From an optimization exercise on the open Yosys and OpenROAD flow, aimed at small area; shortcuts taken in it are not production practice.
Function was checked by simulation only, so behaviour that the tests miss may differ from the original.
Power figures rest on the tool's default switching activity, not on a simulated workload.

Setup of run a:
==> module display4digit, before the edit <==
module display4digit(
	input win, lose, show, input [1:0] d, input [1:0] toptwo,
	input [1:0] sel,
	output an3, an2, an1, an0,
	output [6:0] seven_seg
	);
	wire [27:0] A1 = 28'b1000111_1000000_0010010_0000110;  
	wire [27:0] A2 = 28'b0010000_1000000_1000000_0100001;  
	wire [27:0] A = win ? A2 : A1;
	wire wl = win | lose;
	assign an3 = wl ? ~(sel == 2'd3) : ~(show & (d == 2'd0));
	assign an2 = wl ? ~(sel == 2'd2) : ~(show & (d == 2'd1));
	assign an1 = wl ? ~(sel == 2'd1) : 1'b1;
	assign an0 = wl ? ~(sel == 2'd0) : ~(show & (d == 2'd2));
	assign seven_seg = wl ? A[toptwo*7 +: 7] : {show, 6'b000000};
endmodule
==> module simon_fsm, before the edit <==
module simon_fsm(
	input reset,
	input clk_50M,
	input b0, b1, b2, b3,
	output [6:0] seven_seg,
	output an0,
	output an1,
	output an2,
	output an3,
	output pwm_out,
	output reg led, win, lose
);
reg [13:0] p;
reg [4:0] hi;
wire w = ~|p[12:1];
wire z = w & ~p[0];               
wire wrap = z & ~p[13];           
wire idx1 = w & p[0] & ~p[13];    
wire fb = p[13] ^ p[0] ^ p[2] ^ p[4] ^ z;
always @(posedge clk_50M or posedge reset)
	if (reset) begin
		p <= 14'd0;
		hi <= 5'b11111;
	end else begin
		p <= {p[12:0], fb};
		if (wrap)
			hi <= hi + 5'd1;
	end
wire tick_1Hz = z & p[13] & ~hi[0];
wire [3:0] bp;
debounce_buttons mydebounce_buttons(b0, b1, b2, b3, clk_50M, reset, bp);
localparam R0 = 4'd0, S11 = 4'd1, R11 = 4'd2, S21 = 4'd3, S22 = 4'd4,
           R21 = 4'd5, R22 = 4'd6, S31 = 4'd7, S32 = 4'd8, S33 = 4'd9,
           R31 = 4'd10, R32 = 4'd11, R33 = 4'd12, W = 4'd13, L = 4'd15;
reg [3:0] state;
reg show, rd;
reg [1:0] d;      
wire correct, none;
always @(*) begin
	show = 0; rd = 0; d = 2'd0; win = 0; lose = 0;
	case (state)
		S11, S21, S31: show = 1;
		S22, S32: begin show = 1; d = 2'd1; end
		S33: begin show = 1; d = 2'd2; end
		R11, R21, R31: rd = 1;
		R22, R32: begin rd = 1; d = 2'd1; end
		R33: begin rd = 1; d = 2'd2; end
		W: win = 1;
		L: lose = 1;
		default: ;
	endcase
	led = rd;
end
validate_btns my_validate_btns(d, bp, correct, none);
always @(posedge clk_50M or posedge reset)
	if (reset)
		state <= R0;
	else if (tick_1Hz) begin
		if (rd) begin
			if (correct)
				state <= state + 4'd1;
			else if (!none)
				state <= L;
		end else if (!win && !lose)
			state <= state + 4'd1;
	end
sound my_sound(clk_50M, reset, hi[2], rd & correct, pwm_out);
wire sel_b = idx1 & ~|hi[2:0];
wire [1:0] sel = hi[4:3] - {1'b0, sel_b};
display4digit myDisplay(win, lose, show, d, hi[4:3], sel,
	an3, an2, an1, an0, seven_seg);
endmodule
export LEC_CHECK = 0
export CAP_MARGIN = 0
export CORE_MARGIN = 2
export CORE_UTILIZATION = 40
export PLACE_DENSITY = 0.6
export SLEW_MARGIN = 0
create_clock -name core_clock -period 10.0 [get_ports {clk_50M}]
standard.sh (not shown) runs the stock make flow with config.mk's settings and CLKGATE_MAP_FILE= SYNTH_SCRIPT=/design/flow/synth_recipe.tcl, a recipe that flattens the netlist after the stock synthesis.
==> flow/flow/run.sh <==
#!/bin/bash
# Own layout flow: the standard ORFS flow, with three changes:
#  1. after the standard synthesis, the combinational logic between the
#     (unchanged) registers is re-mapped by Yosys/ABC with an area-oriented
#     script (flow/reopt.sh); registers keep their cells and names;
#  2. ports are buffered with minimum-size buffers;
#  3. the clock tree is built without dummy loads.
# Each tool's output goes to a log file of its own in this folder.
set -euo pipefail
export BUFFER_PORTS_ARGS="-buffer_cell sky130_fd_sc_hd__buf_1"
export CTS_ARGS="-sink_clustering_enable -repair_clock_nets -dont_use_dummy_load -sink_clustering_size 8 -sink_clustering_max_diameter 30 -buf_list sky130_fd_sc_hd__clkbuf_4"
R=$PWD/orfs/results/$FLOW_PLATFORM/simon_fsm/base
bash standard.sh $R/1_2_yosys.v > synth.log 2>&1
cp $R/1_2_yosys.v std_synth.v
bash flow/reopt.sh std_synth.v reopt.v > reopt.log 2>&1
cp reopt.v $R/1_2_yosys.v
bash standard.sh > standard.log 2>&1
==> flow/flow/reopt.sh <==
#!/bin/bash
# reopt.sh IN.v OUT.v: re-map the combinational cells of a mapped netlist
# for area.  Flip-flops (and tie cells) are kept as they are, with their
# instance names and the names of the nets on their outputs.
set -euo pipefail
LIB=$FLOW_HOME/platforms/sky130hd/lib/sky130_fd_sc_hd__tt_025C_1v80.lib
DU=""
for c in $(sed -n '/DONT_USE_CELLS +=/,/^#/p' $FLOW_HOME/platforms/sky130hd/config.mk | grep -o "sky130_fd_sc_hd__[a-z0-9_]*"); do
  DU="$DU -dont_use $c"
done
cat > reopt.ys <<EOY
read_liberty -ignore_miss_func $LIB
blackbox sky130_fd_sc_hd__df* sky130_fd_sc_hd__conb_1
read_verilog $1
hierarchy -top $FLOW_TOP
flatten
rename -hide w:_*
opt -purge
abc -script +strash;&get,-n;&deepsyn,-T,30;&put;dch;amap;topo -liberty $LIB $DU
opt_clean -purge
hilomap -singleton -hicell sky130_fd_sc_hd__conb_1 HI -locell sky130_fd_sc_hd__conb_1 LO
splitnets
opt_clean -purge
tee -o reopt_stat.txt stat -liberty $LIB
write_verilog -noattr -nohex -nodec $2
EOY
yosys reopt.ys
What run b does differently from run a at the input level:
==> flow/design.v, changed modules only <==
module display4digit(
	input win, lose, show, input [1:0] d, input [1:0] toptwo,
	input clk_50M,
	output an3, an2, an1, an0,
	output [6:0] seven_seg
	);
	reg [1:0] sel;
	always @(posedge clk_50M)
		sel <= toptwo;
	wire [27:0] A1 = 28'b1000111_1000000_0010010_0000110;  
	wire [27:0] A2 = 28'b0010000_1000000_1000000_0100001;  
	wire [27:0] A = win ? A2 : A1;
	wire wl = win | lose;
	assign an3 = wl ? ~(sel == 2'd3) : ~(show & (d == 2'd0));
	assign an2 = wl ? ~(sel == 2'd2) : ~(show & (d == 2'd1));
	assign an1 = wl ? ~(sel == 2'd1) : 1'b1;
	assign an0 = wl ? ~(sel == 2'd0) : ~(show & (d == 2'd2));
	assign seven_seg = wl ? A[toptwo*7 +: 7] : {show, 6'b000000};
endmodule
module simon_fsm(
	input reset,
	input clk_50M,
	input b0, b1, b2, b3,
	output [6:0] seven_seg,
	output an0,
	output an1,
	output an2,
	output an3,
	output pwm_out,
	output reg led, win, lose
);
reg [13:0] p;
reg [4:0] hi;
wire z = ~|p[12:0];
wire wrap = z & ~p[13];           
wire fb = p[13] ^ p[0] ^ p[2] ^ p[4] ^ z;
always @(posedge clk_50M or posedge reset)
	if (reset) begin
		p <= 14'd0;
		hi <= 5'b11111;
	end else begin
		p <= {p[12:0], fb};
		if (wrap)
			hi <= hi + 5'd1;
	end
wire tick_1Hz = z & p[13] & ~hi[0];
wire [3:0] bp;
debounce_buttons mydebounce_buttons(b0, b1, b2, b3, clk_50M, reset, bp);
localparam R0 = 4'd0, S11 = 4'd1, R11 = 4'd2, S21 = 4'd3, S22 = 4'd4,
           R21 = 4'd5, R22 = 4'd6, S31 = 4'd7, S32 = 4'd8, S33 = 4'd9,
           R31 = 4'd10, R32 = 4'd11, R33 = 4'd12, W = 4'd13, L = 4'd15;
reg [3:0] state;
reg show, rd;
reg [1:0] d;      
wire correct, none;
always @(*) begin
	show = 0; rd = 0; d = 2'd0; win = 0; lose = 0;
	case (state)
		S11, S21, S31: show = 1;
		S22, S32: begin show = 1; d = 2'd1; end
		S33: begin show = 1; d = 2'd2; end
		R11, R21, R31: rd = 1;
		R22, R32: begin rd = 1; d = 2'd1; end
		R33: begin rd = 1; d = 2'd2; end
		W: win = 1;
		L: lose = 1;
		default: ;
	endcase
	led = rd;
end
validate_btns my_validate_btns(d, bp, correct, none);
always @(posedge clk_50M or posedge reset)
	if (reset)
		state <= R0;
	else if (tick_1Hz) begin
		if (rd) begin
			if (correct)
				state <= state + 4'd1;
			else if (!none)
				state <= L;
		end else if (!win && !lose)
			state <= state + 4'd1;
	end
sound my_sound(clk_50M, reset, hi[2], rd & correct, pwm_out);
display4digit myDisplay(win, lose, show, d, hi[4:3], clk_50M,
	an3, an2, an1, an0, seven_seg);
endmodule
Results
- Post-route fraction of the period consumed by the critical path was lower in run b than in run a.
- Higher delay of the slowest critical-path stage among run a and run b: run b
- Die area | run b < run a
- Run b vs run a: placed cell count down by a few percent
- Run b against run a: sequential cell count went up by 2, total number of multi-input combinational cells went down by 3.3%, area after synthesis went down by 0.53%.
- Run b vs run a: standard cell area after detailed placement down
- Run a and run b ended up with roughly the same layout overhead on the synthesized area.
- Global-route total usage across every layer: run b vs run a down 0.21 points
- The worst setup slack of run b was superior to that of run a.
- Wire length after detailed routing, run b vs run a: down by a few percent
- In run b, the post-layout total power came out 5.6% below the value in run a.
- Number of buffers and inverters on the critical path is higher on run b

-- afterwards: timing with drivers on the ports --
Ports are ideal in the flow. The routed layouts listed here were re-timed in OpenROAD. Step 1: set_driving_cell puts a clkbuf_16 on clk_50M and a buf_2 on each other input, an assumption about the parent block. Step 2 moves the port delays by t, midway between the first and last clock arrival at a register: inputs arrive t later, outputs are due t later. That takes back most of the time a late clock gives input paths. a / b / c = ideal ports / drivers / drivers and shift; a / b = the first two.
run	t, ns	setup WS [ns]	latest minus earliest clock arrival (ns)	worst register clock-pin slew, ns	cell pins on the clock port's net
run a	0.416	5.634 / 5.611 / 6.027	0.032 / 0.032	0.12 / 0.12	1
run b	0.412	5.705 / 5.680 / 6.092	0.024 / 0.025	0.12 / 0.12	1
After both steps every run listed still meets setup and hold.
